From an optimization exercise on the open Yosys and OpenROAD flow, aimed at small area; shortcuts taken in it are not production practice.
Function was checked by simulation only, so behaviour that the tests miss may differ from the original.
Power is estimated from default activity; no workload was simulated.

==> flow/design.v (outline; a module is shown in full before it is edited, if it fits) <==
// module OpCodeALUCodeDecoder: 11 lines
// module adder_cell: 5 lines
// module alu: 16 lines
// module arithmetic_right_shifter: 11 lines
// module ars_1: 37 lines
// module ars_16: 37 lines
// module ars_2: 37 lines
// module ars_2_65bit: 70 lines
// module ars_4: 37 lines
// module ars_8: 37 lines
// module bitwise_and: 36 lines
// module bitwise_not: 36 lines
// module bitwise_or: 36 lines
// module boothControlUnit: 10 lines
// module busmux65bit_2: 6 lines
// module busmux_2: 6 lines
// module busmux_32: 11 lines
// module busmux_4: 9 lines
// module busmux_8: 9 lines
// module carry_lookahead_adder: 37 lines
// module counter: 14 lines
// module decoder32: 6 lines
// module dffe_ref: 13 lines
// module dffe_ref_n: 13 lines
// module dffe_sync: 12 lines
// module divControlUnit: 16 lines
// module eightbit_adder_block: 76 lines
// module lls_1: 37 lines
// module lls_16: 37 lines
// module lls_2: 37 lines
// module lls_4: 37 lines
// module lls_8: 37 lines
// module logical_left_shifter: 11 lines
// module minialu: 9 lines
// module minicla: 28 lines
// module multModBooths: 27 lines
// module multdiv: 18 lines
// module mux_16: 9 lines
// module mux_2: 5 lines
// module mux_4: 9 lines
// module mux_8: 9 lines
// module nonRestDiv: 27 lines
// module reg32: 37 lines
// module reg64: 69 lines
// module reg65: 70 lines
// module regfile: 112 lines
// module single_reg: 39 lines
// module single_reg_n: 39 lines
// module processor: 134 lines
// module cpu: 28 lines
module cpu(
    input         clock,
    input         reset,
    output [31:0] address_imem,
    input  [31:0] q_imem,
    output [31:0] address_dmem,
    output [31:0] data,
    output        wren,
    input  [31:0] q_dmem,
    output        ctrl_writeEnable,
    output [4:0]  ctrl_writeReg,
    output [31:0] data_writeReg
);
  // ...
==> flow/run.sh <==
#!/bin/bash
# synth_recipe.tcl (not shown) runs the flow's synth.tcl, then flattens the netlist and writes it again
# the make line also repeats each setting of config.mk as NAME=value (left out here)
make -C /OpenROAD-flow-scripts/flow DESIGN_CONFIG=/design/flow/config.mk WORK_HOME=/design/flow/orfs CLKGATE_MAP_FILE= SYNTH_SCRIPT=/design/flow/synth_recipe.tcl finish
==> flow/config.mk <==
export PLATFORM = sky130hd
export DESIGN_NAME = cpu
export DESIGN_NICKNAME = cpu
export VERILOG_FILES = /design/flow/design.v
export SDC_FILE = /design/flow/constraint.sdc
export NUM_CORES = 4
export LEC_CHECK = 0
export CAP_MARGIN = 20
export CORE_MARGIN = 2
export CORE_UTILIZATION = 40
export SLEW_MARGIN = 20
==> flow/constraint.sdc <==
create_clock -name core_clock -period 20.0 [get_ports {clock}]
set_input_delay 4.0000 -clock core_clock [delete_from_list [all_inputs] [get_ports {clock}]]
set_output_delay 4.0000 -clock core_clock [all_outputs]
set_load 0.01 [all_outputs]
==> summary.txt, run 1 <==
Clocking
The count of buffers added by post-CTS timing repair for setup is 0. The library cell used as clock root buffer is clkbuf_16. Clock-pin slew was measured on the worst setup and hold paths at roughly 50 ps. The insertion delay of the later-clocked pin in the worst-skew pair is approximately 870 ps.

Placed design
The number of port buffers is 200.

Synth
The synthesized netlist devotes between 4 and 5% of its cell area to adder and majority cells. By area, the combinational part of the netlist is dominated by compound AO/OA/AOI/OAI gates. The share of synthesized area in the top cell type comes to about 27%.

Counting flops with a built-in enable in the synthesized netlist gives 32. The cell with the most instances after synthesis is nand2_1.

Detailed routing
Wire segments on met3 add up to 71.86 mm in the final route. After detailed routing, the number of remaining DRC violations is 0.

Final layout
The clock network area share is 6.411%. In the finished design the tool counted flip-flops and latches totalling about 1,600. The fraction of layout instances using a drive strength above 1 is around 9.2%.

Hold path
The worst min-delay path category is flip-flop to flip-flop. In this run the most critical hold path is launched from CPU.O_MW.BIT27.q.

Pwr
Sequential cells burn between 20% and 30% of the power. The analysis attributes to cell leakage a power of between 40 and 50 nW. Per report_power, the Sequential row totals about 0.0061 W.

The power share of the combinational group is roughly 57%.

Critical path
The largest stage delay on the critical path is between 700 and 800 ps. The largest individual stage delay along the critical path comes from the cell o21a_2. The buffer and inverter count on the worst path is 1.

Floorplanning
The die is a little under 500 µm tall. After floorplanning, the core was divided into approximately 180 placement rows.

Status
The flow ran to the end and the layout has no timing, DRC or antenna violations.

GRT
The global-route layer with the greatest usage is met2.

Timing
The headroom to the max-slew limit is a little over an eighth. The worst hold slack across all endpoints is 411.9 ps. Setup repair after global routing left no endpoint under its margin.
==> module alu, before the edit <==
module alu(data_operandA, data_operandB, ctrl_ALUopcode, ctrl_shiftamt, data_result, isNotEqual, isLessThan, overflow);
    input [31:0] data_operandA, data_operandB;
    input [4:0] ctrl_ALUopcode, ctrl_shiftamt;
    output [31:0] data_result;
    output isNotEqual, isLessThan, overflow;
    wire [31:0] NOTdata_operandB, ApmB, selectB, bitwiseAND, bitwiseOR, leftShiftedA, rightShiftedA, dontCare;
    assign dontCare = 32'd0;
    bitwise_not BNOT(NOTdata_operandB, data_operandB);
    busmux_2 NCCB(selectB, ctrl_ALUopcode[0], data_operandB, NOTdata_operandB);
    carry_lookahead_adder ADDER(ApmB, overflow, isLessThan, isNotEqual, data_operandA, selectB, ctrl_ALUopcode[0]);
    logical_left_shifter LLS(leftShiftedA, ctrl_shiftamt, data_operandA);
    arithmetic_right_shifter ARS(rightShiftedA, ctrl_shiftamt, data_operandA);
    bitwise_and BWAND(bitwiseAND, data_operandA, data_operandB);
    bitwise_or BWOR(bitwiseOR, data_operandA, data_operandB);
    busmux_32 FINALSELECT(data_result, ctrl_ALUopcode, ApmB, ApmB, bitwiseAND, bitwiseOR, leftShiftedA, rightShiftedA, dontCare, dontCare, dontCare, dontCare, dontCare, dontCare, dontCare, dontCare, dontCare, dontCare, dontCare, dontCare, dontCare, dontCare, dontCare, dontCare, dontCare, dontCare, dontCare, dontCare, dontCare, dontCare, dontCare, dontCare, dontCare, dontCare);
endmodule
==> module multdiv, before the edit <==
module multdiv(
	data_operandA, data_operandB, 
	ctrl_MULT, ctrl_DIV, 
	clock, 
	data_result, data_exception, data_resultRDY);
    input [31:0] data_operandA, data_operandB;
    input ctrl_MULT, ctrl_DIV, clock;
    output [31:0] data_result;
    output data_exception, data_resultRDY;
    wire [31:0] multResult, divResult;
    wire multOverflow, multReady, divException, divReady, currentlyMult;
    multModBooths multUnit(multResult, multReady, multOverflow, data_operandA, data_operandB, clock, ctrl_MULT);
    nonRestDiv divUnit(divResult, divReady, divException, data_operandA, data_operandB, clock, ctrl_DIV);
    dffe_sync multOp(currentlyMult, ctrl_MULT, clock, ctrl_MULT, ctrl_DIV);
    assign data_result = currentlyMult ? multResult : divResult;
    assign data_resultRDY = ~(ctrl_MULT | ctrl_DIV) & (currentlyMult ? multReady : divReady);
    assign data_exception = currentlyMult ? multOverflow : divException;
endmodule
==> module regfile, before the edit <==
module regfile (
	clock,
	ctrl_writeEnable, ctrl_reset, ctrl_writeReg,
	ctrl_readRegA, ctrl_readRegB, data_writeReg,
	data_readRegA, data_readRegB
);
	input clock, ctrl_writeEnable, ctrl_reset;
	input [4:0] ctrl_writeReg, ctrl_readRegA, ctrl_readRegB;
	input [31:0] data_writeReg;
	output [31:0] data_readRegA, data_readRegB;
	wire [31:0] write, read1, read2;
	wire [31:0] r0, r1, r2, r3, r4, r5, r6, r7, r8, r9, r10, r11, r12, r13, r14, r15, r16, r17, r18, r19, r20, r21, r22, r23, r24, r25, r26, r27, r28, r29, r30, r31;
	decoder32 WRITEREG(write, ctrl_writeReg, 1'b1);
	decoder32 READ1REG(read1, ctrl_readRegA, 1'b1);
	decoder32 READ2REG(read2, ctrl_readRegB, 1'b1);
	single_reg R0(r0, 32'b0, clock, write[0], ctrl_writeEnable, ctrl_reset);
	single_reg R1(r1, data_writeReg, clock, write[1], ctrl_writeEnable, ctrl_reset);
	single_reg R2(r2, data_writeReg, clock, write[2], ctrl_writeEnable, ctrl_reset);
	single_reg R3(r3, data_writeReg, clock, write[3], ctrl_writeEnable, ctrl_reset);
	single_reg R4(r4, data_writeReg, clock, write[4], ctrl_writeEnable, ctrl_reset);
	single_reg R5(r5, data_writeReg, clock, write[5], ctrl_writeEnable, ctrl_reset);
	single_reg R6(r6, data_writeReg, clock, write[6], ctrl_writeEnable, ctrl_reset);
	single_reg R7(r7, data_writeReg, clock, write[7], ctrl_writeEnable, ctrl_reset);
	single_reg R8(r8, data_writeReg, clock, write[8], ctrl_writeEnable, ctrl_reset);
	single_reg R9(r9, data_writeReg, clock, write[9], ctrl_writeEnable, ctrl_reset);
	single_reg R10(r10, data_writeReg, clock, write[10], ctrl_writeEnable, ctrl_reset);
	single_reg R11(r11, data_writeReg, clock, write[11], ctrl_writeEnable, ctrl_reset);
	single_reg R12(r12, data_writeReg, clock, write[12], ctrl_writeEnable, ctrl_reset);
	single_reg R13(r13, data_writeReg, clock, write[13], ctrl_writeEnable, ctrl_reset);
	single_reg R14(r14, data_writeReg, clock, write[14], ctrl_writeEnable, ctrl_reset);
	single_reg R15(r15, data_writeReg, clock, write[15], ctrl_writeEnable, ctrl_reset);
	single_reg R16(r16, data_writeReg, clock, write[16], ctrl_writeEnable, ctrl_reset);
	single_reg R17(r17, data_writeReg, clock, write[17], ctrl_writeEnable, ctrl_reset);
	single_reg R18(r18, data_writeReg, clock, write[18], ctrl_writeEnable, ctrl_reset);
	single_reg R19(r19, data_writeReg, clock, write[19], ctrl_writeEnable, ctrl_reset);
	single_reg R20(r20, data_writeReg, clock, write[20], ctrl_writeEnable, ctrl_reset);
	single_reg R21(r21, data_writeReg, clock, write[21], ctrl_writeEnable, ctrl_reset);
	single_reg R22(r22, data_writeReg, clock, write[22], ctrl_writeEnable, ctrl_reset);
	single_reg R23(r23, data_writeReg, clock, write[23], ctrl_writeEnable, ctrl_reset);
	single_reg R24(r24, data_writeReg, clock, write[24], ctrl_writeEnable, ctrl_reset);
	single_reg R25(r25, data_writeReg, clock, write[25], ctrl_writeEnable, ctrl_reset);
	single_reg R26(r26, data_writeReg, clock, write[26], ctrl_writeEnable, ctrl_reset);
	single_reg R27(r27, data_writeReg, clock, write[27], ctrl_writeEnable, ctrl_reset);
	single_reg R28(r28, data_writeReg, clock, write[28], ctrl_writeEnable, ctrl_reset);
	single_reg R29(r29, data_writeReg, clock, write[29], ctrl_writeEnable, ctrl_reset);
	single_reg R30(r30, data_writeReg, clock, write[30], ctrl_writeEnable, ctrl_reset);
	single_reg R31(r31, data_writeReg, clock, write[31], ctrl_writeEnable, ctrl_reset);
	assign data_readRegA = ({32{read1[0]}} & r0) |
		({32{read1[1]}} & r1) |
		({32{read1[2]}} & r2) |
		({32{read1[3]}} & r3) |
		({32{read1[4]}} & r4) |
		({32{read1[5]}} & r5) |
		({32{read1[6]}} & r6) |
		({32{read1[7]}} & r7) |
		({32{read1[8]}} & r8) |
		({32{read1[9]}} & r9) |
		({32{read1[10]}} & r10) |
		({32{read1[11]}} & r11) |
		({32{read1[12]}} & r12) |
		({32{read1[13]}} & r13) |
		({32{read1[14]}} & r14) |
		({32{read1[15]}} & r15) |
		({32{read1[16]}} & r16) |
		({32{read1[17]}} & r17) |
		({32{read1[18]}} & r18) |
		({32{read1[19]}} & r19) |
		({32{read1[20]}} & r20) |
		({32{read1[21]}} & r21) |
		({32{read1[22]}} & r22) |
		({32{read1[23]}} & r23) |
		({32{read1[24]}} & r24) |
		({32{read1[25]}} & r25) |
		({32{read1[26]}} & r26) |
		({32{read1[27]}} & r27) |
		({32{read1[28]}} & r28) |
		({32{read1[29]}} & r29) |
		({32{read1[30]}} & r30) |
		({32{read1[31]}} & r31);
	assign data_readRegB = ({32{read2[0]}} & r0) |
		({32{read2[1]}} & r1) |
		({32{read2[2]}} & r2) |
		({32{read2[3]}} & r3) |
		({32{read2[4]}} & r4) |
		({32{read2[5]}} & r5) |
		({32{read2[6]}} & r6) |
		({32{read2[7]}} & r7) |
		({32{read2[8]}} & r8) |
		({32{read2[9]}} & r9) |
		({32{read2[10]}} & r10) |
		({32{read2[11]}} & r11) |
		({32{read2[12]}} & r12) |
		({32{read2[13]}} & r13) |
		({32{read2[14]}} & r14) |
		({32{read2[15]}} & r15) |
		({32{read2[16]}} & r16) |
		({32{read2[17]}} & r17) |
		({32{read2[18]}} & r18) |
		({32{read2[19]}} & r19) |
		({32{read2[20]}} & r20) |
		({32{read2[21]}} & r21) |
		({32{read2[22]}} & r22) |
		({32{read2[23]}} & r23) |
		({32{read2[24]}} & r24) |
		({32{read2[25]}} & r25) |
		({32{read2[26]}} & r26) |
		({32{read2[27]}} & r27) |
		({32{read2[28]}} & r28) |
		({32{read2[29]}} & r29) |
		({32{read2[30]}} & r30) |
		({32{read2[31]}} & r31);
endmodule
==> module cpu, before the edit <==
module cpu(
    input         clock,
    input         reset,
    output [31:0] address_imem,
    input  [31:0] q_imem,
    output [31:0] address_dmem,
    output [31:0] data,
    output        wren,
    input  [31:0] q_dmem,
    output        ctrl_writeEnable,
    output [4:0]  ctrl_writeReg,
    output [31:0] data_writeReg
);
    wire [4:0] rs1, rs2;
    wire [31:0] regA, regB;
    processor CPU(.clock(clock), .reset(reset),
        .address_imem(address_imem), .q_imem(q_imem),
        .ctrl_writeEnable(ctrl_writeEnable), .ctrl_writeReg(ctrl_writeReg),
        .ctrl_readRegA(rs1), .ctrl_readRegB(rs2),
        .data_writeReg(data_writeReg), .data_readRegA(regA), .data_readRegB(regB),
        .wren(wren), .address_dmem(address_dmem),
        .data(data), .q_dmem(q_dmem));
    regfile RegisterFile(.clock(clock),
        .ctrl_writeEnable(ctrl_writeEnable), .ctrl_reset(reset),
        .ctrl_writeReg(ctrl_writeReg),
        .ctrl_readRegA(rs1), .ctrl_readRegB(rs2),
        .data_writeReg(data_writeReg), .data_readRegA(regA), .data_readRegB(regB));
endmodule
==> run 2, diff against run 1 <==
==> flow/design.v (replaced) <==
module alu (
    input  [31:0] a,
    input  [31:0] b,
    input  [4:0]  op,
    input  [4:0]  shamt,
    output reg [31:0] result,
    output        ne,
    output        lt,
    output        ovf
);
    wire        sub = op[0];
    wire [31:0] bs  = sub ? ~b : b;
    wire [31:0] sum = a + bs + {31'b0, sub};
    assign ovf = (~a[31] & ~bs[31] & sum[31]) | (a[31] & bs[31] & ~sum[31]);
    assign lt  = sum[31] ^ ovf;
    assign ne  = |sum;
    wire        left = ~op[0];
    wire [31:0] ar;
    genvar i;
    generate
        for (i = 0; i < 32; i = i + 1) begin : REV
            assign ar[i] = a[31 - i];
        end
    endgenerate
    wire [31:0] sin = left ? ar : a;
    wire        fill = ~left & a[31];
    wire [31:0] s1 = shamt[0] ? {fill, sin[31:1]} : sin;
    wire [31:0] s2 = shamt[1] ? {{2{fill}}, s1[31:2]} : s1;
    wire [31:0] s3 = shamt[2] ? {{4{fill}}, s2[31:4]} : s2;
    wire [31:0] s4 = shamt[3] ? {{8{fill}}, s3[31:8]} : s3;
    wire [31:0] sh = shamt[4] ? {{16{fill}}, s4[31:16]} : s4;
    wire [31:0] shr;
    generate
        for (i = 0; i < 32; i = i + 1) begin : REV2
            assign shr[i] = sh[31 - i];
        end
    endgenerate
    always @* begin
        case (op)
            5'd0, 5'd1: result = sum;
            5'd2:       result = a & b;
            5'd3:       result = a | b;
            5'd4:       result = shr;
            5'd5:       result = sh;
            default:    result = 32'b0;
        endcase
    end
endmodule
module multdiv (
    input         clock,
    input  [31:0] a,
    input  [31:0] b,
    input         start_mul,
    input         start_div,
    output [31:0] result,
    output        exception,
    output        ready
);
    reg  [64:0] p;
    reg  [4:0]  cnt;
    reg         rdy;
    reg         mode;    
    wire zero   = (p[2:0] == 3'b000) | (p[2:0] == 3'b111);
    wire times2 = ~(p[1] ^ p[0]);
    reg         xz, sub;
    reg  [31:0] y;
    always @* begin
        if (start_div) begin
            xz = 1'b1; y = a; sub = a[31];                   
        end else if (mode) begin
            xz = 1'b0; sub = p[2];
            y = zero ? 32'b0 : (times2 ? {a[30:0], 1'b0} : a);
        end else if (rdy) begin
            xz = 1'b1; y = p[33:2]; sub = a[31] ^ b[31];     
        end else begin
            xz = 1'b0; y = b; sub = ~(p[64] ^ b[31]);        
        end
    end
    wire [31:0] x = xz ? 32'b0 : p[64:33];
    wire [31:0] sum = x + (sub ? ~y : y) + {31'b0, sub};
    always @(posedge clock) begin
        if (start_mul) begin
            p    <= {32'b0, b, 1'b0};
            cnt  <= 5'd16;
            mode <= 1'b1;
        end else if (start_div) begin
            p    <= {31'b0, sum, 2'b0};
            cnt  <= 5'd0;
            mode <= 1'b0;
        end else begin
            if (mode) p <= {sum[31], sum[31], sum, p[32:2]};
            else      p <= {sum[30:0], p[32:2], ~sum[31], p[1:0]};
            cnt <= cnt + 5'd1;
        end
        rdy <= ~(start_mul | start_div) & (cnt == 5'd31);
    end
    wire not_ovf = (&p[64:32]) | ~(|p[64:32]);
    wire mul_ovf = ~not_ovf | (a[31] & b[31] & p[32]);
    assign result    = mode ? p[32:1] : sum;
    assign exception = mode ? mul_ovf : ~(|b);
    assign ready     = ~(start_mul | start_div) & rdy;
endmodule
module regfile (
    input         clock,
    input         reset,
    input         we,
    input  [4:0]  wr,
    input  [31:0] wd,
    input  [4:0]  ra,
    input  [4:0]  rb,
    output [31:0] qa,
    output [31:0] qb
);
    reg  [31:1] vld;
    wire [31:0] sel_a, sel_b;
    wire [31:0] rf [0:31];
    assign rf[0] = 32'b0;
    assign sel_a[0] = 1'b0;
    assign sel_b[0] = 1'b0;
    always @(posedge clock or posedge reset) begin
        if (reset) vld <= 31'b0;
        else if (we) vld[wr] <= 1'b1;
    end
    genvar i;
    generate
        for (i = 1; i < 32; i = i + 1) begin : R
            reg [31:0] q;
            always @(posedge clock)
                if (we && wr == i) q <= wd;
            assign rf[i] = q;
            assign sel_a[i] = (ra == i) & vld[i];
            assign sel_b[i] = (rb == i) & vld[i];
        end
    endgenerate
    reg [31:0] oa, ob;
    integer k;
    always @* begin
        oa = 32'b0;
        ob = 32'b0;
        for (k = 1; k < 32; k = k + 1) begin
            oa = oa | ({32{sel_a[k]}} & rf[k]);
            ob = ob | ({32{sel_b[k]}} & rf[k]);
        end
    end
    assign qa = oa;
    assign qb = ob;
endmodule
module cpu(
    input         clock,
    input         reset,
    output [31:0] address_imem,
    input  [31:0] q_imem,
    output [31:0] address_dmem,
    output [31:0] data,
    output        wren,
    input  [31:0] q_dmem,
    output        ctrl_writeEnable,
    output [4:0]  ctrl_writeReg,
    output [31:0] data_writeReg
);
    reg  [31:0] pc;           
    reg  [31:0] ir_d;         
    reg  [31:0] ir_x;         
    reg  [31:0] a_x, b_x;     
    reg  [31:0] o_m;          
    reg  [31:0] b_m;          
    reg  [4:0]  rd_m;         
    reg         m_sw, m_lw, m_jal, m_setx, m_chg, m_exc;
    reg  [31:0] w_val;        
    reg  [4:0]  w_rd;
    reg         w_we;
    reg         dly_mul, dly_div;
    reg         p_off;
    wire        pipe_on;
    wire        stall_ok;
    wire        fetch_en = pipe_on & stall_ok;
    wire [4:0] op_x   = ir_x[31:27];
    wire       r_x    = (op_x == 5'b00000);
    wire       addi_x = (op_x == 5'b00101);
    wire       sw_x   = (op_x == 5'b00111);
    wire       lw_x   = (op_x == 5'b01000);
    wire       jr_x   = (op_x == 5'b00100);
    wire       bne_x  = (op_x == 5'b00010);
    wire       blt_x  = (op_x == 5'b00110);
    wire       bex_x  = (op_x == 5'b10110);
    wire       jal_x  = (op_x == 5'b00011);
    wire       setx_x = (op_x == 5'b10101);
    wire       jj_x   = (op_x[4:2] == 3'b000) & op_x[0];      
    wire       jbb_x  = jr_x | bne_x | blt_x;
    wire [4:0] aluop  = r_x ? ir_x[6:2] : ((addi_x | sw_x | lw_x) ? 5'd0 : 5'd1);
    wire       md_x   = (aluop[4:1] == 4'b0011);
    wire       mul_x  = md_x & ~aluop[0];
    wire       div_x  = md_x & aluop[0];
    wire [4:0] rs_x = ir_x[21:17];
    wire [4:0] rt_x = ir_x[16:12];
    wire [4:0] rd_x = ir_x[26:22];
    wire        fwd_m_a = m_chg & (rs_x == rd_m) & (rs_x != 5'b0);
    wire        fwd_w_a = w_we & (rs_x == w_rd) & (rs_x != 5'b0);
    wire        exc_a   = m_exc & (rs_x == 5'd30);
    wire [31:0] alu_a   = exc_a ? b_m : fwd_m_a ? o_m : fwd_w_a ? w_val : a_x;
    wire [4:0]  rb_x    = jbb_x ? rd_x : rt_x;
    wire        fwd_m_b = m_chg & (rb_x == rd_m) & (rb_x != 5'b0);
    wire        fwd_w_b = w_we & (rb_x == w_rd);
    wire        exc_b   = m_exc & (rt_x == 5'd30);
    wire [31:0] alu_b   = exc_b ? b_m : fwd_m_b ? o_m : fwd_w_b ? w_val : b_x;
    wire [31:0] immsx = {{15{ir_x[16]}}, ir_x[16:0]};
    wire [31:0] alu_bi = (addi_x | sw_x | lw_x) ? immsx : alu_b;
    wire [31:0] alu_res;
    wire        ne, lt, alu_ovf;
    alu ALU(.a(alu_a), .b(alu_bi), .op(aluop), .shamt(ir_x[11:7]),
            .result(alu_res), .ne(ne), .lt(lt), .ovf(alu_ovf));
    wire        start_mul = mul_x & ~dly_mul;
    wire        start_div = div_x & ~dly_div;
    wire [31:0] md_res;
    wire        md_exc, md_rdy;
    multdiv MD(.clock(clock), .a(alu_a), .b(alu_b), .start_mul(start_mul),
               .start_div(start_div), .result(md_res), .exception(md_exc), .ready(md_rdy));
    always @(posedge clock or posedge reset)
        if (reset) p_off <= 1'b0;
        else       p_off <= md_x & ~md_rdy;
    assign pipe_on = ~(p_off & ~md_rdy);
    always @(negedge clock or posedge reset)
        if (reset) begin
            dly_mul <= 1'b0;
            dly_div <= 1'b0;
        end else begin
            dly_mul <= mul_x;
            dly_div <= div_x;
        end
    wire [31:0] x_res = md_x ? md_res : alu_res;
    wire add_ov  = alu_ovf & r_x & (aluop == 5'd0);
    wire addi_ov = alu_ovf & addi_x;
    wire sub_ov  = alu_ovf & r_x & (aluop == 5'd1);
    wire mul_ov  = md_exc & mul_x;
    wire div_ov  = md_exc & div_x;
    wire [2:0] code = {mul_ov | div_ov, addi_ov | sub_ov, add_ov | sub_ov | div_ov};
    wire exc_x = add_ov | addi_ov | sub_ov | mul_ov | div_ov;
    wire [17:0] imm_m1 = (jal_x ? 18'd0 : {ir_x[16], ir_x[16:0]}) - 18'd1;
    wire [31:0] pcx    = pc + {{14{imm_m1[17]}}, imm_m1};    
    wire        rs_lt  = ne & ~lt;
    wire        tk_b   = (blt_x & rs_lt) | (bne_x & ne);
    wire        sel1   = jr_x | tk_b;
    wire        sel0   = jj_x | tk_b | (bex_x & (|alu_a));
    wire        branch = sel1 | sel0;
    wire [31:0] pc_p1  = pc + 32'd1;
    wire [31:0] pc_in  = sel1 ? (sel0 ? pcx : alu_b) : (sel0 ? {5'b0, ir_x[26:0]} : pc_p1);
    wire [4:0] op_d = ir_d[31:27];
    wire [4:0] ra = (op_d == 5'b10110) ? 5'd30 : ir_d[21:17];
    wire       rd_as_b = (op_d == 5'b00111) | (op_d == 5'b00100) | (op_d == 5'b00010) | (op_d == 5'b00110);
    wire [4:0] rb = rd_as_b ? ir_d[26:22] : ir_d[16:12];
    wire       sw_d = (op_d == 5'b00111);
    wire       md_stall = (op_d == 5'b00000) & (ir_d[6:3] == 4'b0011) & md_x;
    wire       ld_stall = lw_x & ((ir_d[21:17] == rd_x) | (((ir_d[16:12] == rd_x) | (ir_d[26:22] == rd_x)) & ~sw_d));
    assign stall_ok = ~md_stall & ~ld_stall;
    wire [31:0] rf_a, rf_b;
    regfile RF(.clock(clock), .reset(reset), .we(w_we), .wr(w_rd), .wd(w_val),
               .ra(ra), .rb(rb), .qa(rf_a), .qb(rf_b));
    always @(negedge clock or posedge reset)
        if (reset) begin
            pc   <= 32'b0;
            ir_d <= 32'b0;
        end else if (fetch_en) begin
            pc   <= pc_in;
            ir_d <= branch ? 32'b0 : q_imem;
        end
    always @(negedge clock or posedge reset)
        if (reset) begin
            ir_x <= 32'b0;
            a_x  <= 32'b0;
            b_x  <= 32'b0;
        end else if (pipe_on) begin
            ir_x <= (branch | ~stall_ok) ? 32'b0 : ir_d;
            a_x  <= rf_a;
            b_x  <= rf_b;
        end
    wire [4:0] op_mi = exc_x ? 5'b10101 : op_x;
    wire [4:0] rd_mi = exc_x ? 5'b0 : rd_x;
    wire chg_mi = ((op_mi == 5'b00000) | (op_mi == 5'b01000) | (op_mi == 5'b00101)) ? (rd_mi != 5'b0)
                : ((op_mi == 5'b00011) | (op_mi == 5'b10101));
    always @(negedge clock or posedge reset)
        if (reset) begin
            m_sw <= 1'b0; m_lw <= 1'b0; m_jal <= 1'b0; m_setx <= 1'b0; m_chg <= 1'b0; m_exc <= 1'b0;
        end else if (pipe_on) begin
            m_sw   <= (op_mi == 5'b00111);
            m_lw   <= (op_mi == 5'b01000);
            m_jal  <= (op_mi == 5'b00011);
            m_setx <= (op_mi == 5'b10101);
            m_chg  <= chg_mi;
            m_exc  <= exc_x;
        end
    always @(negedge clock)
        if (pipe_on) begin
            rd_m <= rd_mi;
            o_m  <= x_res;
            b_m  <= exc_x ? {29'b0, code} : setx_x ? {5'b0, ir_x[26:0]} : jal_x ? pcx : alu_b;
        end
    always @(negedge clock or posedge reset)
        if (reset)        w_we <= 1'b0;
        else if (pipe_on) w_we <= m_chg;
    always @(negedge clock)
        if (pipe_on) begin
            w_val <= m_lw ? q_dmem : (m_jal | m_setx) ? b_m : o_m;
            w_rd  <= m_setx ? 5'd30 : m_jal ? 5'd31 : rd_m;
        end
    assign address_imem     = pc;
    assign address_dmem     = o_m;
    assign wren             = m_sw;
    assign data             = (w_we & (w_rd == rd_m)) ? w_val : b_m;
    assign ctrl_writeEnable = w_we;
    assign ctrl_writeReg    = w_rd;
    assign data_writeReg    = w_val;
endmodule
==> summary.txt, run 2 <==
Status
The run finished with no timing, DRC or antenna violations.

GRT
The number of antenna violations at the first check in global routing is 31. The first global-routing pass estimated approximately 510 mm of wire. Entering global routing, the biggest net connects approximately 120 pins. Global routing finished with a remaining overflow of 0. The total routing resource utilization after global routing is between 40% and 50%. The via count of the first global-routing pass is roughly 62,000.

Floorplanning
The die covers 0.1830 mm². The count of standard-cell rows is 155 (-12%). The die span in y is 427.8 µm (-12%). ~200 I/O pins were placed.

For this configuration, the core starts out at a cell density of approximately two fifths. From left edge to right edge, the die measures about 430 µm. The core region is 0.1784 mm².

Clocking
The H-tree generated during clock tree synthesis spans 4 levels. The number of buffers inserted for hold repair after clock tree synthesis is 0. CTS placed an instance of clkbuf_16 at the clock tree root.

The clock transition time at the flip-flop clock pins of the worst setup and hold paths is 60 ps (about the same). The TritonCTS buffer count is around 150. The TritonCTS sink count is about 1,400. The count of buffers added by post-CTS timing repair for setup was 0 (unchanged). TritonCTS built the clock tree. The insertion delay of the later-clocked pin in the worst-skew pair is 840 ps (-30 ps). The total of cells resized after clock tree synthesis is 0. The clock tree buffer depth is 3.

Run
Across the run, the number of max-cap violations was 0.

Final layout
At the end of the flow, the number of nets in the layout was between 6,000 and 7,000. Counting flops per register, the top entry is RF.R.q. From synthesis to final layout, the design area changed by 15.25%. The register with the most flip-flops in the layout has 992 of them. The largest registers in the layout are RF.R.q (992), MD.p (65). The top cell types in the final layout, fill and taps aside, are 1,099 x edfxtp_1, 375 x a21oi_1, 368 x nor2_1.

The most common cell after layout, fill and taps aside is edfxtp_1. The fraction of layout instances using a drive strength above 1 is 10.59% (+1.4 points). The share of the core filled with cells in the final layout is roughly 46%.

Critical path
The critical path is of the flip-flop to flip-flop type. The startpoint type of the worst setup path is a flip-flop. Along the worst path, the maximum fanout reaches 33. The largest stage delay on the critical path came to 750 ps (about the same). Data on the critical path is required at its endpoint by slightly above 20,000 ps. STA classifies the critical path endpoint as a flip-flop. Data on the critical path arrives at its endpoint at between 15,000 and 20,000 ps. In this design, the critical path's most frequently occurring cell is a21oi_1. The family with the most delay on the worst path is compound AO/OA/AOI/OAI gates. The slowest stage of the critical path belongs to the cell a2111oi_0.

The buffer and inverter count on the worst path is 3 (+2).

Pwr
The maximum VDD drop is around 0.18 mV. The total leakage power is 30.67 nW (-33%). The areal power density over the cells is 192.0 mW/mm². Overall power consumption after layout is estimated at approximately 0.016 W.

Synth
The number of synthesized flops with an enable pin is 1,099 (+3300%). Synthesis handed over a netlist of approximately 6,300 instances. In the post-synthesis netlist, the cell with the most instances is edfxtp_1. Counting flops and latches in the post-synthesis netlist gives around 1,400. The cell area that synthesis handed to floorplanning was between 0.07 and 0.08 mm². During synthesis, Yosys emitted a total of 4 warnings. The number of nets handed over by synthesis was 6,489.

In the post-synthesis netlist, the biggest area contributors are edfxtp_1 46%, dfrtn_1 5.9%, mux2i_1 3.8%. The area share of the largest cell type after synthesis came to 45.94% (+19 points). The number of distinct standard cells referenced by the synthesized netlist is 95. Summed over all instances, the cell type with the most area after synthesis is edfxtp_1. The dominant register cell in the synthesized netlist is edfxtp_1. Sequential elements use between 50% and 60% of the synthesized area. After synthesis, the mean cell area works out to 11.39 µm². The commonest cells after synthesis are 1,099 x edfxtp_1, 440 x clkbuf_1, 396 x nor2_1. The async set-reset flop share out of synthesis is about 15%.

Timing
The minimum setup slack in the final design is around 1700 ps. The total setup violations reported at the end of the flow is 0. Summed over all failing endpoints, the final setup total negative slack is 0 ps.

Setup repair after global routing left no endpoint under its margin. The worst-case clock skew is around 130 ps. The headroom to the max-slew limit was 17.29% (+4.0 points). The transition time of the tightest slew-check pin is approximately 1200 ps. The number of hold violations in the final report is 0. The final number of max-transition violations is 0.

Hold path
The min-delay analysis places its worst path in the category flip-flop to flip-flop.

Detailed routing
The DRC violation count after routing is 0 (unchanged). The first TritonRoute pass finished after 14 iterations. After the first detailed-routing iteration, the DRC count stood at about 15,000. After detailed routing, the number of vias per cell comes to between 7 and 8.

The final wirelength is between 300 and 400 mm. Once detail routing completed, the nets flagged for antenna violations numbered 0. The routed length per placed instance is 42.51 µm.

The via count is ~66,000.

Placed design
The number of port buffers came to 200 (unchanged). The HPWL after detailed placement is ~230 mm. The worst slack after detailed placement is roughly 1900 ps. The routability congestion estimate is around 1.0.
==> run 2: cell count changes after synthesis, moves of 101 or more <==
cell      change
nand2_1    -1632
o21ai_0    -1159
edfxtp_1   +1067
dfrtp_1     -961
dfrtn_1     -316
clkbuf_1    -294
inv_1       -264
ha_1        -166
nor2_1      -155
xor2_1      -121
buf_4       -101
==> run 2: area by class of cell <==
type	count	area, µm²
Antenna cell	7	17.52
Clock buffer	198	4174
Clock inverter	193	1376
Fill cell	16300	95620
Inverter	115	446.7
Multi-Input combinational cell	4288	30380
Sequential cell	1371	39460
Tap cell	2355	2947
Timing Repair Buffer	462	3998
==> run 2: stage by stage <==
| step | instance area [µm²] | std cells | hold slack (ps) |
|---|---|---|---|
| finish | 82800 | 8989 | 443.3 |
| global route | 82780 | 8982 | 460.0 |
| CTS | 82750 | 8980 | 446.4 |
| detailed placement | 77200 | 8590 | 439.0 |
| global placement | 77200 | 8590 | 430.8 |
| floorplan | 71840 | 6305 | 416.0 |
==> run 2: power by group <==
group / switching [W] / internal (W) / leakage, nW
logic: 0.00545 / 0.00279 / 14.2
registers: 0.000694 / 0.00392 / 13.4
clock network: 0.00135 / 0.00170 / 3.06
==> run 2: cells by family after synthesis <==
group | Yosys count | share of synthesized area (%)
muxes | 331 | 4.835
and+or+nand+nor | 1489 | 10.21
xor gates and xnor gates | 210 | 2.560
buffers and inverters | 646 | 3.435
adders and majority gates | 143 | 2.435
AOI/OAI and AO/OA | 2115 | 21.61
DFF | 1371 | 54.92
==> run 2: path summary, 6_finish.rpt <==
check / depth (start not counted) / slack [ps] / from / end
max reg2reg: 33 / 1670 / ir_x[29] / MD.p[32]
min: 2 / 440 / m_sw / m_sw
min in group asynchronous: 2 / 3750 / reset / RF.vld[12]
min reg2reg: 2 / 440 / m_sw / m_sw
max: 33 / 1670 / ir_x[29] / MD.p[32]
max in group asynchronous: 3 / 4810 / reset / a_x[18]
==> run 2: metal layers <==
layer,track usage [%],part of all wire [%],up-vias
met2,57.48,40,6654
met5,0.8333,0.12,-
met1,50.29,34,32120
li1,-,-,25590
met4,28.36,9.3,36
met3,16.35,16,1860
==> run 2: worst register-to-register path: cells and delay by family, from the launching register on <==
| family | cells | cell delay, ps |
|---|---|---|
| xor+xnor | 2 | 290 |
| mux | 2 | 840 |
| flops | 1 | 700 |
| simple gates | 11 | 1830 |
| fa+ha+maj | 2 | 660 |
| buf+inv | 3 | 980 |
| compound gates | 13 | 2980 |
==> run 3, diff against run 2 <==
--- a/flow/design.v
+++ b/flow/design.v
@@ -1,3 +1,21 @@
+module rca #(parameter W = 32) (
+    input  [W-1:0] a,
+    input  [W-1:0] b,
+    input          ci,
+    output [W-1:0] s,
+    output         co
+);
+    wire [W:0] c;
+    assign c[0] = ci;
+    genvar j;
+    generate
+        for (j = 0; j < W; j = j + 1) begin : FA
+            assign s[j]   = a[j] ^ b[j] ^ c[j];
+            assign c[j+1] = (a[j] & b[j]) | (c[j] & (a[j] ^ b[j]));
+        end
+    endgenerate
+    assign co = c[W];
+endmodule
 module alu (
     input  [31:0] a,
     input  [31:0] b,
@@ -10,7 +28,9 @@
 );
     wire        sub = op[0];
     wire [31:0] bs  = sub ? ~b : b;
-    wire [31:0] sum = a + bs + {31'b0, sub};
+    wire [31:0] sum;
+    wire        co;
+    rca #(32) ADD(.a(a), .b(bs), .ci(sub), .s(sum), .co(co));
     assign ovf = (~a[31] & ~bs[31] & sum[31]) | (a[31] & bs[31] & ~sum[31]);
     assign lt  = sum[31] ^ ovf;
     assign ne  = |sum;
@@ -62,22 +82,16 @@
     reg         mode;    
     wire zero   = (p[2:0] == 3'b000) | (p[2:0] == 3'b111);
     wire times2 = ~(p[1] ^ p[0]);
-    reg         xz, sub;
-    reg  [31:0] y;
-    always @* begin
-        if (start_div) begin
-            xz = 1'b1; y = a; sub = a[31];                   
-        end else if (mode) begin
-            xz = 1'b0; sub = p[2];
-            y = zero ? 32'b0 : (times2 ? {a[30:0], 1'b0} : a);
-        end else if (rdy) begin
-            xz = 1'b1; y = p[33:2]; sub = a[31] ^ b[31];     
-        end else begin
-            xz = 1'b0; y = b; sub = ~(p[64] ^ b[31]);        
-        end
-    end
-    wire [31:0] x = xz ? 32'b0 : p[64:33];
-    wire [31:0] sum = x + (sub ? ~y : y) + {31'b0, sub};
+    wire sel_a  = start_div | (~start_div & mode & ~zero & ~times2);
+    wire sel_a2 = ~start_div & mode & ~zero & times2;
+    wire sel_q  = ~start_div & ~mode & rdy;
+    wire sel_b  = ~start_div & ~mode & ~rdy;
+    wire xz     = start_div | sel_q;
+    wire sub    = start_div ? a[31] : mode ? p[2] : rdy ? (a[31] ^ b[31]) : ~(p[64] ^ b[31]);
+    wire [31:0] y = ({32{sel_a}} & a) | ({32{sel_a2}} & {a[30:0], 1'b0})
+                  | ({32{sel_q}} & p[33:2]) | ({32{sel_b}} & b);
+    wire [31:0] x = {32{~xz}} & p[64:33];
+    wire [31:0] sum = x + (y ^ {32{sub}}) + {31'b0, sub};
     always @(posedge clock) begin
         if (start_mul) begin
             p    <= {32'b0, b, 1'b0};
@@ -107,16 +121,13 @@
     input  [4:0]  wr,
     input  [31:0] wd,
     input  [4:0]  ra,
-    input  [4:0]  rb,
-    output [31:0] qa,
-    output [31:0] qb
+    output [31:0] q
 );
     reg  [31:1] vld;
-    wire [31:0] sel_a, sel_b;
+    wire [31:0] sel;
     wire [31:0] rf [0:31];
     assign rf[0] = 32'b0;
-    assign sel_a[0] = 1'b0;
-    assign sel_b[0] = 1'b0;
+    assign sel[0] = 1'b0;
     always @(posedge clock or posedge reset) begin
         if (reset) vld <= 31'b0;
         else if (we) vld[wr] <= 1'b1;
@@ -128,22 +139,17 @@
             always @(posedge clock)
                 if (we && wr == i) q <= wd;
             assign rf[i] = q;
-            assign sel_a[i] = (ra == i) & vld[i];
-            assign sel_b[i] = (rb == i) & vld[i];
+            assign sel[i] = (ra == i) & vld[i];
         end
     endgenerate
-    reg [31:0] oa, ob;
+    reg [31:0] o;
     integer k;
     always @* begin
-        oa = 32'b0;
-        ob = 32'b0;
-        for (k = 1; k < 32; k = k + 1) begin
-            oa = oa | ({32{sel_a[k]}} & rf[k]);
-            ob = ob | ({32{sel_b[k]}} & rf[k]);
-        end
+        o = 32'b0;
+        for (k = 1; k < 32; k = k + 1)
+            o = o | ({32{sel[k]}} & rf[k]);
     end
-    assign qa = oa;
-    assign qb = ob;
+    assign q = o;
 endmodule
 module cpu(
     input         clock,
@@ -171,6 +177,7 @@
     reg         w_we;
     reg         dly_mul, dly_div;
     reg         p_off;
+    reg         x_ok;
     wire        pipe_on;
     wire        stall_ok;
     wire        fetch_en = pipe_on & stall_ok;
@@ -219,11 +226,7 @@
         if (reset) p_off <= 1'b0;
         else       p_off <= md_x & ~md_rdy;
     assign pipe_on = ~(p_off & ~md_rdy);
-    always @(negedge clock or posedge reset)
-        if (reset) begin
-            dly_mul <= 1'b0;
-            dly_div <= 1'b0;
-        end else begin
+    always @(negedge clock) begin
             dly_mul <= mul_x;
             dly_div <= div_x;
         end
@@ -234,9 +237,11 @@
     wire mul_ov  = md_exc & mul_x;
     wire div_ov  = md_exc & div_x;
     wire [2:0] code = {mul_ov | div_ov, addi_ov | sub_ov, add_ov | sub_ov | div_ov};
-    wire exc_x = add_ov | addi_ov | sub_ov | mul_ov | div_ov;
+    wire exc_x = (add_ov | addi_ov | sub_ov | mul_ov | div_ov) & x_ok;
     wire [17:0] imm_m1 = (jal_x ? 18'd0 : {ir_x[16], ir_x[16:0]}) - 18'd1;
-    wire [31:0] pcx    = pc + {{14{imm_m1[17]}}, imm_m1};    
+    wire [31:0] pcx;                                           
+    wire        pcx_co;
+    rca #(32) PCX(.a(pc), .b({{14{imm_m1[17]}}, imm_m1}), .ci(1'b0), .s(pcx), .co(pcx_co));
     wire        rs_lt  = ne & ~lt;
     wire        tk_b   = (blt_x & rs_lt) | (bne_x & ne);
     wire        sel1   = jr_x | tk_b;
@@ -252,26 +257,52 @@
     wire       md_stall = (op_d == 5'b00000) & (ir_d[6:3] == 4'b0011) & md_x;
     wire       ld_stall = lw_x & ((ir_d[21:17] == rd_x) | (((ir_d[16:12] == rd_x) | (ir_d[26:22] == rd_x)) & ~sw_d));
     assign stall_ok = ~md_stall & ~ld_stall;
-    wire [31:0] rf_a, rf_b;
+    reg tp, tn;
+    always @(posedge clock or posedge reset)
+        if (reset) tp <= 1'b0;
+        else       tp <= ~tp;
+    always @(negedge clock or posedge reset)
+        if (reset) tn <= 1'b0;
+        else       tn <= tp;
+    wire phase = tp ^ tn;
+    wire [31:0] rf_q;
     regfile RF(.clock(clock), .reset(reset), .we(w_we), .wr(w_rd), .wd(w_val),
-               .ra(ra), .rb(rb), .qa(rf_a), .qb(rf_b));
+               .ra(phase ? rb : ra), .q(rf_q));
+    reg [31:0] a_d;
+    always @(posedge clock)
+        a_d <= (w_we & (w_rd == ra) & (ra != 5'b0)) ? w_val : rf_q;
     always @(negedge clock or posedge reset)
         if (reset) begin
-            pc   <= 32'b0;
-            ir_d <= 32'b0;
+            pc            <= 32'b0;
+            ir_d[31:22]   <= 10'b0;
+            ir_d[6:2]     <= 5'b0;
         end else if (fetch_en) begin
-            pc   <= pc_in;
-            ir_d <= branch ? 32'b0 : q_imem;
+            pc            <= pc_in;
+            ir_d[31:22]   <= branch ? 10'b0 : q_imem[31:22];
+            ir_d[6:2]     <= branch ? 5'b0 : q_imem[6:2];
         end
+    always @(negedge clock)
+        if (fetch_en) begin
+            ir_d[21:7]    <= branch ? 15'b0 : q_imem[21:7];
+            ir_d[1:0]     <= branch ? 2'b0 : q_imem[1:0];
+        end
+    wire kill_x = branch | ~stall_ok;
     always @(negedge clock or posedge reset)
         if (reset) begin
-            ir_x <= 32'b0;
-            a_x  <= 32'b0;
-            b_x  <= 32'b0;
+            ir_x[31:22]   <= 10'b0;
+            ir_x[6:2]     <= 5'b0;
+            x_ok          <= 1'b0;
         end else if (pipe_on) begin
-            ir_x <= (branch | ~stall_ok) ? 32'b0 : ir_d;
-            a_x  <= rf_a;
-            b_x  <= rf_b;
+            ir_x[31:22]   <= kill_x ? 10'b0 : ir_d[31:22];
+            ir_x[6:2]     <= kill_x ? 5'b0 : ir_d[6:2];
+            x_ok          <= 1'b1;
+        end
+    always @(negedge clock)
+        if (pipe_on) begin
+            ir_x[21:7]    <= kill_x ? 15'b0 : ir_d[21:7];
+            ir_x[1:0]     <= kill_x ? 2'b0 : ir_d[1:0];
+            a_x           <= a_d;
+            b_x           <= rf_q;
         end
     wire [4:0] op_mi = exc_x ? 5'b10101 : op_x;
     wire [4:0] rd_mi = exc_x ? 5'b0 : rd_x;
--- a/flow/config.mk
+++ b/flow/config.mk
@@ -7,5 +7,7 @@
 export LEC_CHECK = 0
 export CAP_MARGIN = 20
 export CORE_MARGIN = 2
-export CORE_UTILIZATION = 40
+export CORE_UTILIZATION = 60
+export CTS_CLUSTER_DIAMETER = 100
+export CTS_CLUSTER_SIZE = 20
 export SLEW_MARGIN = 20
==> summary.txt, run 3 <==
Final layout
In the final layout, the registers with the most flip-flops are RF.R.q (992), MD.p (65). The area taken by multi-input logic gates came to 0.02420 mm² (-20%). Compared with the post-synthesis result, the final layout area differs by 12.05%.

The filler cell count is 7,868 (-52%). The sequential standard cell area is 0.04065 mm² (+3.0%). The fraction of layout instances using a drive strength above 1 came to 11.06% (+0.47 points).

The most common cell after layout, fill and taps aside is edfxtp_1. The flip-flop count of the largest register, all copies and words added is 992 (unchanged). RF.R.q holds more flip-flops than any other register.

The count of non-filler cells in the finished layout is 7,191 (-20%). The final-stage net count is 5,832 (-13%). The top cell types in the final layout, fill and taps aside, are 1,197 x edfxtp_1, 342 x a22oi_1, 325 x nand2_1.

GRT
The aggregate global routing overflow came to 0 (unchanged). The first-pass GRT wire length is 370.4 mm (-28%). The largest net degree at the start of global routing is 77 (-35%).

The total routing resource utilization after global routing is 46.68% (+6.1 points). The via count of the first global-routing pass is 49,140 (-21%). The number of antenna violations at the first check in global routing came to 10 (-68%).

Synth
The total nets after synthesis was 5,504 (-15%). The gate count of the mapped netlist is 5,324 (-16%). The number of synthesized flops with an enable pin is 1,197 (+8.9%). The share of the yosys chip area belonging to registers is 61.37% (+6.4 points). The number of distinct standard cells referenced by the synthesized netlist is 96 (+1.1%). By area the synthesized netlist is led by edfxtp_1 54%, a22oi_1 3.9%, dfxtp_1 3.2%.

The cell area after synthesis is 0.06624 mm² (-7.8%). The dominant register cell in the synthesized netlist is edfxtp_1. The synthesis warning total came to 4 (unchanged). The async set-reset flop share out of synthesis was 7.397% (-7.3 points). The average instance area after synthesis came to 12.44 µm² (+9.2%).

The leading area contributor after synthesis is edfxtp_1. Among all cell types in the netlist, the one instantiated most often is edfxtp_1. The number of flip-flops and latches in the synthesized netlist is 1,406 (+2.6%). The area share of the largest cell type after synthesis is 54.26% (+8.3 points). After synthesis, the most frequently instantiated cells are 1,197 x edfxtp_1, 342 x a22oi_1, 326 x nand2_1.

Detailed routing
The detail-routed via count per cell is 7.369 (about the same). The final antenna-violating net count is 0 (unchanged). The first-pass iteration count of the detailed router was 9 (-5). The DRC violation count after routing is 0 (unchanged).

The first-iteration detailed-routing DRC count is 10,080 (-31%). The final wirelength is 266.1 mm (-30%). The via count is 52,990 (-20%). The routed length per placed instance is 37.01 µm (-13%).

Placed design
The number of port buffers was 200 (unchanged). The HPWL after detailed placement is 165.8 mm (-27%). The routability congestion estimate came to 1.090 (+7.3%).

The number of placed instances with taps included is 6,833 (-20%).

Timing
The total setup violations reported at the end of the flow was 0 (unchanged). The setup total negative slack is 0 ps (unchanged). The number of hold violations in the final report is 0 (unchanged). The transition time of the tightest slew-check pin is 1167 ps (-61.89 ps).

Setup repair after global routing left no endpoint under its margin. The final clock period utilization by the worst path is between 90% and 100%. The worst-case clock skew is 105.1 ps (-27.79 ps).

The headroom to the max-slew limit is 21.92% (+4.6 points). The clock period could shrink to around 19,000 ps. Derived from the worst setup path, the maximum achievable clock frequency is 51.70 MHz. The final number of max-transition violations is 0 (unchanged).

Pwr
The maximum VDD drop is 0.1978 mV (+7.8%). The switching share of power came to 47.94% (+0.85 points). The proportion of power drawn by the clock network is 13.4% (-5.7 points). The design internal power is 0.007830 W (-6.9%). The net switching power is 0.007210 W (-3.7%). The portion of total power attributed to sequential cells is 30.8% (+1.8 points). The total leakage power is 26.82 nW (-13%). The areal power density over the cells came to 202.6 mW/mm² (+5.5%). The power share of the combinational group is 55.8% (+4.0 points).

Critical path
The startpoint of the lowest-slack register-to-register path is rd_m[3]. The reg2reg setup slack is 660 ps (-1020 ps). The critical path data arrival time is 30,010 ps (+11,010 ps). The worst register-to-register path ends at pc[28].

The critical path in this run is classified as flip-flop to flip-flop. The most numerous cell type found on the critical path is fa_1. The startpoint type of the worst setup path is a flip-flop. The largest fanout of any net on the critical path is 13 (-61%). The largest stage delay on the critical path is 640 ps (-110 ps).

The path depth of the worst reg2reg path is 52 (+58%). For this design, the slowest cell found on the critical path is fa_1. The kind of end point of the critical path is a flip-flop. The critical path data required time is 30,670 ps (+10,000 ps).

Clocking
The number of buffers inserted for hold repair after clock tree synthesis is 0 (unchanged). The TritonCTS buffer count is 83 (-46%). The TritonCTS sink count is 1,406 (+2.6%).

The clock tree from TritonCTS is yes. The number of H-tree levels is 3 (-1). The clock tree buffer depth is 3 (unchanged). The insertion delay of the later-clocked pin in the worst-skew pair is 750 ps (-90 ps). The library cell used as clock root buffer is clkbuf_16. The clock transition time at the flip-flop clock pins of the worst setup and hold paths is 70 ps (about the same).

Floorplanning
The area inside the core boundary was 0.1092 mm² (-39%). The area of the die came to 0.1131 mm² (-38%). The die span in y is 336.3 µm (-21%). The count of standard-cell rows is 121 (-22%). The effective utilization at floorplan came to 60.68% (+20 points). The chip width was 336.3 µm (-21%).

The number of top-level design ports came to 201 (unchanged).

Hold path
The worst-case hold path end point is m_sw. The tightest min-delay check is of the flip-flop to flip-flop type. The cell depth of the worst hold path is 2 (unchanged). The startpoint identified for the worst hold timing path is m_sw.

Status
The run finished with no timing, DRC or antenna violations.

Run
The number of violations of the max-capacitance limit is 0 (unchanged).
run 3: changes by cell type after synthesis, moves of 63 or more:
cell,previous run,this run
a211oi_1,122,54
a21oi_1,382,227
a221oi_1,236,90
a222oi_1,134,32
a22o_1,274,72
clkbuf_1,440,323
dfrtn_1,169,71
edfxtp_1,1099,1197
ha_1,115,52
mux2i_1,275,169
nand3_1,131,202
nand4_1,199,109
nor2_1,396,308
run 3: cell families after synthesis:
family / count (synthesis) / synth area share, %
buffers and inverters: 495 / 2.898
DFF: 1406 / 61.37
and+or+nand+nor: 1384 / 10.38
muxes: 278 / 4.560
xor gates and xnor gates: 158 / 2.089
adders and majority gates: 142 / 3.279
AOI/OAI and AO/OA: 1461 / 15.43
run 3: routing by layer:
metal	track usage [%]	wire, µm
met1	62.06	91300
met2	68.91	114300
met3	12.01	40150
met4	29.18	20390
met5	0.2979	23
run 3: what timing repair did:
action                                  4_1_cts  5_1_grt
setup buffers                                 0        4
gates resized for setup                       0       16
endpoints found under the setup margin        0       96
run 3: cell type report:
| type | count | share of cell area [%] |
|---|---|---|
| inverter | 80 | 0.4181 |
| clock buffer | 125 | 3.114 |
| antenna | 3 | 0.01011 |
| multi-input combinational | 3423 | 32.60 |
| sequential | 1406 | 54.77 |
| timing repair buffer | 452 | 5.265 |
| tap | 1476 | 2.488 |
| clock inverter | 226 | 1.332 |
run 3: power groups by stage:
stage	registers, W	clock network [W]	logic, W
floorplan	0.00458	0.0000613	0.00477
global placement	0.00464	0.0000613	0.00790
global route	0.00464	0.00213	0.00874
detailed placement	0.00465	0.0000613	0.00793
finish	0.00464	0.00202	0.00839
CTS	0.00459	0.00199	0.00799
run 3: worst max-delay path by stage:
stage / to / cells after the start / from / slack (ps)
2_1_floorplan: pc[14] / 56 / w_rd[4] / 1610
3_3_place_gp: pc[28] / 51 / ir_x[27] / 410
3_5_place_dp: pc[28] / 51 / ir_x[27] / 300
4_1_cts: pc[28] / 51 / ir_x[27] / 220
5_1_grt: pc[28] / 52 / rd_m[3] / 20
6_report: pc[28] / 52 / rd_m[3] / 660
run 3: worst max-delay path, delay by kind of cell, from the launching register on:
| kind | cells | cell delay [ps] |
|---|---|---|
| adders and majority gates | 31 | 14440 |
| and+or+nand+nor | 8 | 1600 |
| AOI/OAI and AO/OA | 6 | 1550 |
| buffers and inverters | 5 | 830 |
| DFF | 1 | 510 |
| muxes | 1 | 140 |
| xor gates and xnor gates | 1 | 200 |
run 3: per-stage QoR:
| step | worst slack (ps) | hold slack [ps] | cell area, µm² | power (W) | util (%) |
|---|---|---|---|---|---|
| 6_report | 656.6 | 452.0 | 74220 | 0.01504 | 68.00 |
| 5_1_grt | 15.53 | 470.1 | 74210 | 0.01551 | 67.99 |
| 4_1_cts | 220.3 | 453.8 | 74080 | 0.01457 | 67.86 |
| 3_5_place_dp | 303.0 | 441.2 | 70780 | 0.01264 | 64.84 |
| 3_3_place_gp | 408.8 | 431.7 | 70780 | 0.01261 | 64.84 |
| 2_1_floorplan | 1610 | 400.2 | 66240 | 0.009404 | - |
==> run 4, diff against run 3 <==
--- a/flow/design.v
+++ b/flow/design.v
@@ -82,14 +82,15 @@
     reg         mode;    
     wire zero   = (p[2:0] == 3'b000) | (p[2:0] == 3'b111);
     wire times2 = ~(p[1] ^ p[0]);
-    wire sel_a  = start_div | (~start_div & mode & ~zero & ~times2);
-    wire sel_a2 = ~start_div & mode & ~zero & times2;
+    wire sel_a  = start_div | (~start_div & mode & ~rdy & ~zero & ~times2);
+    wire sel_a2 = ~start_div & mode & ~rdy & ~zero & times2;
     wire sel_q  = ~start_div & ~mode & rdy;
+    wire sel_p  = ~start_div & mode & rdy;
     wire sel_b  = ~start_div & ~mode & ~rdy;
-    wire xz     = start_div | sel_q;
-    wire sub    = start_div ? a[31] : mode ? p[2] : rdy ? (a[31] ^ b[31]) : ~(p[64] ^ b[31]);
+    wire xz     = start_div | rdy;
+    wire sub    = start_div ? a[31] : mode ? (p[2] & ~rdy) : rdy ? (a[31] ^ b[31]) : ~(p[64] ^ b[31]);
     wire [31:0] y = ({32{sel_a}} & a) | ({32{sel_a2}} & {a[30:0], 1'b0})
-                  | ({32{sel_q}} & p[33:2]) | ({32{sel_b}} & b);
+                  | ({32{sel_q}} & p[33:2]) | ({32{sel_p}} & p[32:1]) | ({32{sel_b}} & b);
     wire [31:0] x = {32{~xz}} & p[64:33];
     wire [31:0] sum = x + (y ^ {32{sub}}) + {31'b0, sub};
     always @(posedge clock) begin
@@ -110,7 +111,7 @@
     end
     wire not_ovf = (&p[64:32]) | ~(|p[64:32]);
     wire mul_ovf = ~not_ovf | (a[31] & b[31] & p[32]);
-    assign result    = mode ? p[32:1] : sum;
+    assign result    = sum;
     assign exception = mode ? mul_ovf : ~(|b);
     assign ready     = ~(start_mul | start_div) & rdy;
 endmodule
@@ -204,12 +205,12 @@
     wire        fwd_m_a = m_chg & (rs_x == rd_m) & (rs_x != 5'b0);
     wire        fwd_w_a = w_we & (rs_x == w_rd) & (rs_x != 5'b0);
     wire        exc_a   = m_exc & (rs_x == 5'd30);
-    wire [31:0] alu_a   = exc_a ? b_m : fwd_m_a ? o_m : fwd_w_a ? w_val : a_x;
+    wire [31:0] alu_a   = exc_a ? {29'b0, b_m[2:0]} : fwd_m_a ? o_m : fwd_w_a ? w_val : a_x;
     wire [4:0]  rb_x    = jbb_x ? rd_x : rt_x;
     wire        fwd_m_b = m_chg & (rb_x == rd_m) & (rb_x != 5'b0);
     wire        fwd_w_b = w_we & (rb_x == w_rd);
     wire        exc_b   = m_exc & (rt_x == 5'd30);
-    wire [31:0] alu_b   = exc_b ? b_m : fwd_m_b ? o_m : fwd_w_b ? w_val : b_x;
+    wire [31:0] alu_b   = exc_b ? {29'b0, b_m[2:0]} : fwd_m_b ? o_m : fwd_w_b ? w_val : b_x;
     wire [31:0] immsx = {{15{ir_x[16]}}, ir_x[16:0]};
     wire [31:0] alu_bi = (addi_x | sw_x | lw_x) ? immsx : alu_b;
     wire [31:0] alu_res;
@@ -238,17 +239,15 @@
     wire div_ov  = md_exc & div_x;
     wire [2:0] code = {mul_ov | div_ov, addi_ov | sub_ov, add_ov | sub_ov | div_ov};
     wire exc_x = (add_ov | addi_ov | sub_ov | mul_ov | div_ov) & x_ok;
-    wire [17:0] imm_m1 = (jal_x ? 18'd0 : {ir_x[16], ir_x[16:0]}) - 18'd1;
-    wire [31:0] pcx;                                           
-    wire        pcx_co;
-    rca #(32) PCX(.a(pc), .b({{14{imm_m1[17]}}, imm_m1}), .ci(1'b0), .s(pcx), .co(pcx_co));
     wire        rs_lt  = ne & ~lt;
     wire        tk_b   = (blt_x & rs_lt) | (bne_x & ne);
+    wire [16:0] off    = jal_x ? 17'd0 : tk_b ? ir_x[16:0] : 17'd2;
+    wire [17:0] off_m1 = {off[16], off} - 18'd1;
+    wire [31:0] pcx    = pc + {{14{off_m1[17]}}, off_m1};
     wire        sel1   = jr_x | tk_b;
     wire        sel0   = jj_x | tk_b | (bex_x & (|alu_a));
     wire        branch = sel1 | sel0;
-    wire [31:0] pc_p1  = pc + 32'd1;
-    wire [31:0] pc_in  = sel1 ? (sel0 ? pcx : alu_b) : (sel0 ? {5'b0, ir_x[26:0]} : pc_p1);
+    wire [31:0] pc_in  = (sel1 & ~sel0) ? alu_b : (sel0 & ~sel1) ? {5'b0, ir_x[26:0]} : pcx;
     wire [4:0] op_d = ir_d[31:27];
     wire [4:0] ra = (op_d == 5'b10110) ? 5'd30 : ir_d[21:17];
     wire       rd_as_b = (op_d == 5'b00111) | (op_d == 5'b00100) | (op_d == 5'b00010) | (op_d == 5'b00110);
==> flow/flow/run.sh (new file) <==
#!/bin/bash
# The standard layout (the standard.sh: ORFS synthesis, floorplan, placement,
# CTS and routing, unchanged), with two settings that make it smaller:
#  - the port buffers that every input and output gets are buf_1 cells rather
#    than the 10 um2 delay buffers ORFS picks by default;
#  - clock tree synthesis inserts no dummy loads.
# Each tool's full output goes to ORFS's own logs under orfs/logs; the make
# output goes to standard.log here.
set -euo pipefail
export BUFFER_PORTS_ARGS="-buffer_cell sky130_fd_sc_hd__buf_1"
export CTS_ARGS="-sink_clustering_enable -repair_clock_nets -sink_clustering_size 20 -sink_clustering_max_diameter 100 -dont_use_dummy_load"
bash standard.sh > standard.log 2>&1
==> flow/standard.sh (new file) <==
#!/bin/bash
# synth_recipe.tcl (not shown) runs the flow's synth.tcl, then flattens the netlist and writes it again
# the make line also repeats each setting of config.mk as NAME=value (left out here)
make -C /OpenROAD-flow-scripts/flow DESIGN_CONFIG=/design/flow/config.mk WORK_HOME=/design/flow/orfs CLKGATE_MAP_FILE= SYNTH_SCRIPT=/design/flow/synth_recipe.tcl "${@:-finish}"
removed: flow/run.sh
==> summary.txt, run 4 <==
Final layout
The layout-stage area growth over the synthesis result was 12.03% (about the same). The final-stage net count came to 5,983 (+2.6%). The fraction of layout instances using a drive strength above 1 is 13.89% (+2.8 points). The library cell used most frequently in the layout, excluding fill and tap cells, is edfxtp_1.

The flip-flop count of the largest register, all copies and words added was 992 (unchanged). Counting flops per register, the top entry is RF.R.q. The share of the core filled with cells in the final layout came to 67.85% (-0.15 points). The library cells used most frequently in the layout, excluding fill and tap cells, are 1,197 x edfxtp_1, 437 x buf_4, 329 x nand2_1.

In the final layout, the registers with the most flip-flops are RF.R.q (992), MD.p (65). The design area is 0.07386 mm² (-0.49%).

Synth
The cell with the most instances after synthesis is edfxtp_1. The number of distinct standard cells referenced by the synthesized netlist is 99 (+3.1%). After synthesis, the largest family of logic cells by area is compound AO/OA/AOI/OAI gates. The area share of the largest cell type after synthesis was 54.52% (+0.26 points).

The average instance area after synthesis is 12.55 µm² (+0.90%). The number of flip-flops and latches in the synthesized netlist is 1,406 (unchanged). The async set-reset flop share out of synthesis is 7.397% (unchanged). The total nets after synthesis was 5,436 (-1.2%). By area the synthesized netlist is led by edfxtp_1 55%, mux2i_1 3.3%, dfxtp_1 3.2%. The area fraction in and, or, nand and nor cells after synthesis came to 9.618% (-0.76 points). The share of the yosys chip area belonging to registers came to 61.66% (+0.29 points). The synthesis warning total is 4 (unchanged). The compound-gate portion of the synthesized area came to 15.70% (+0.27 points). The XOR/XNOR share of the synthesized area is 2.298% (+0.21 points). Counting instances in the post-synthesis netlist gives the leading cell types as 1,197 x edfxtp_1, 331 x nand2_1, 320 x clkbuf_1. The number of synthesized flops with an enable pin was 1,197 (unchanged). The portion of netlist area occupied by mux cells is 5.048% (+0.49 points).

The dominant register cell in the synthesized netlist is edfxtp_1. The gate count of the mapped netlist is 5,252 (-1.4%). The cell area after synthesis came to 0.06593 mm² (-0.47%). The adder-cell area share of the yosys netlist is 2.888% (-0.39 points).

The leading area contributor after synthesis is edfxtp_1.

Timing
The maximum achievable frequency is 51.79 MHz (+0.19%). The final clock period utilization by the worst path came to 96.54% (-0.18 points). The number of hold violations in the final report was 0 (unchanged).

The setup total negative slack came to 0 ps (unchanged). The final number of max-transition violations is 0 (unchanged). The worst hold slack across all endpoints was 431.7 ps (-20.26 ps). Setup repair after global routing left no endpoint under its margin. The total setup violations reported at the end of the flow is 0 (unchanged). The worst-case clock skew is 121.5 ps (+16.40 ps). The headroom to the max-slew limit came to 15.65% (-6.3 points).

The shortest period the worst path allows is 19,310 ps (-36.07 ps). The transition time of the tightest slew-check pin is 1265 ps (+97.83 ps).

Critical path
The critical path data arrival time was 29,760 ps (-250 ps). In this design, the critical path's most frequently occurring cell is fa_2. The buffer and inverter count on the worst path is 7 (+2).

The startpoint of the lowest-slack register-to-register path is ir_x[27]. The kind of end point of the critical path is a flip-flop. The family with the most delay on the worst path is adder cells. The critical path data required time is 30,450 ps (-220 ps).

In this run the worst setup path begins at ir_x[27]. The largest fanout of any net on the critical path is 7 (-6). By startpoint and endpoint, the worst setup path is classified as flip-flop to flip-flop. The largest stage delay on the critical path is 520 ps (-120 ps).

The worst setup path is launched from a flip-flop. The slowest stage of the critical path belongs to the cell fa_1.

Status
The run finished with no timing, DRC or antenna violations.

Detailed routing
The final antenna-violating net count came to 0 (unchanged). The first-iteration detailed-routing DRC count is 10,140 (+0.60%). The routed length per placed instance is 36.42 µm (-1.6%). The first-pass iteration count of the detailed router is 10 (+1). The detailed-routing wirelength on met1 came to 94.14 mm (+3.1%). The final wirelength came to 263.1 mm (-1.1%). The met2 routed wirelength is 109.1 mm (-4.5%).

The detail-routed via count per cell is 7.340 (-0.39%). The length of routed met3 wiring is 44.83 mm (+12%). Routed signal wires occupy layers up through met5.

The via count is 53,030 (+0.062%). The DRC violation count after routing came to 0 (unchanged).

Clocking
The insertion delay of the later-clocked pin in the worst-skew pair is 740 ps (about the same). The TritonCTS sink count is 1,406 (unchanged). The clock tree buffer depth is 3 (unchanged). In this run the clock root is driven by a clkbuf_16. The number of buffers inserted for hold repair after clock tree synthesis was 0 (unchanged).

The TritonCTS buffer count is 84 (+1.2%). The clock transition time at the flip-flop clock pins of the worst setup and hold paths is 60 ps (about the same). The number of H-tree levels is 3 (unchanged).

The clock tree from TritonCTS is yes.

GRT
The number of antenna violations at the first check in global routing is 20 (+10). The largest net degree at the start of global routing is 91 (+18%). The total routing resource utilization after global routing came to 46.08% (-0.60 points). The aggregate global routing overflow is 0 (unchanged). The first-pass GRT wire length is 364.2 mm (-1.7%).

The via count of the first global-routing pass is 49,090 (-0.10%).

Floorplanning
The chip width came to 335.5 µm (-0.23%). The count of standard-cell rows came to 121 (unchanged). The area inside the core boundary was 0.1089 mm² (-0.28%). The effective utilization at floorplan is 60.57% (-0.12 points). The number of top-level design ports is 201 (unchanged). The die span in y was 335.5 µm (-0.23%). The area of the die is 0.1126 mm² (-0.46%).

Pwr
The total leakage power is 27.22 nW (+1.5%). The power after layout is 0.01497 W (-0.43%). The areal power density over the cells was 202.7 mW/mm² (about the same). The maximum VDD drop is 0.1542 mV (-22%).

Hold path
In this run the most critical hold path is launched from x_ok. The worst min-delay path category is flip-flop to flip-flop.

Placed design
The routability congestion estimate is 1.107 (+1.6%). The number of port buffers was 200 (unchanged). The HPWL after detailed placement was 167.1 mm (+0.75%). The placement-stage cell area is 0.07076 mm² (about the same).

Run
The number of violations of the max-capacitance limit is 0 (unchanged).
## run 4: timing repair
| item | CTS | global route |
|---|---|---|
| pin swaps | 8 | 20 |
| endpoints found under the setup margin | 34 | 40 |
| setup buffers | 4 | 4 |
| resized for setup | 31 | 11 |
## run 4: area by class of cell
| type | count | area (µm²) |
|---|---|---|
| clock inverter | 206 | 773.2 |
| tap | 1414 | 1769 |
| fill | 7790 | 34990 |
| antenna | 13 | 32.53 |
| sequential | 1406 | 40650 |
| inverter | 93 | 359.1 |
| timing repair buffer | 641 | 4103 |
| clock buffer | 84 | 2102 |
| multi-input combinational | 3367 | 24070 |
## run 4: report_power, final
group	internal, W	total (W)	switching (W)
sequential	0.00409	0.00456	0.000465
combinational	0.00296	0.00856	0.00561
clock	0.000800	0.00185	0.00105
total	0.00785	0.0150	0.00713
## run 4: kinds of logic (layout without fill, tap and decap cells)
| logic type | count (synthesis) | after routing |
|---|---|---|
| other cells | 0 | 13 |
| simple gates | 1283 | 1283 |
| buf+inv | 479 | 1024 |
| flops | 1406 | 1406 |
| mux | 314 | 314 |
| fa+ha+maj | 136 | 136 |
| compound gates | 1461 | 1461 |
| xor+xnor | 173 | 173 |
## run 4: worst register-to-register path, delay by kind of cell, from the launching register on
kind	cells	cell delay, ps
compound gates	20	3570
simple gates	4	850
buf+inv	7	740
mux	1	350
xor+xnor	1	190
flops	1	390
fa+ha+maj	33	13020
## run 4: worst paths after layout
path	end	slack, ps	depth (start not counted)
setup / recovery	b_m[30]	690	66
hold / removal	x_ok	430	2
setup reg to reg	b_m[30]	690	66
hold reg to reg	x_ok	430	2
max in group asynchronous	tn	5390	3
min in group asynchronous	p_off	3510	2
## run 4: layer usage
metal,global-route usage (%),vias up
met1,64.50,25720
met3,15.53,856
met4,20.46,12
met2,65.40,4939
met5,0,-
li1,-,21500
## run 4: metrics by stage
step / cells / setup WS [ps]
after floorplan: 5252 / 16.76
after detailed placement: 6914 / -692.2
after global placement: 6914 / -548.6
final: 7224 / 692.7
after CTS: 7207 / 54.94
after global routing: 7211 / 1.389
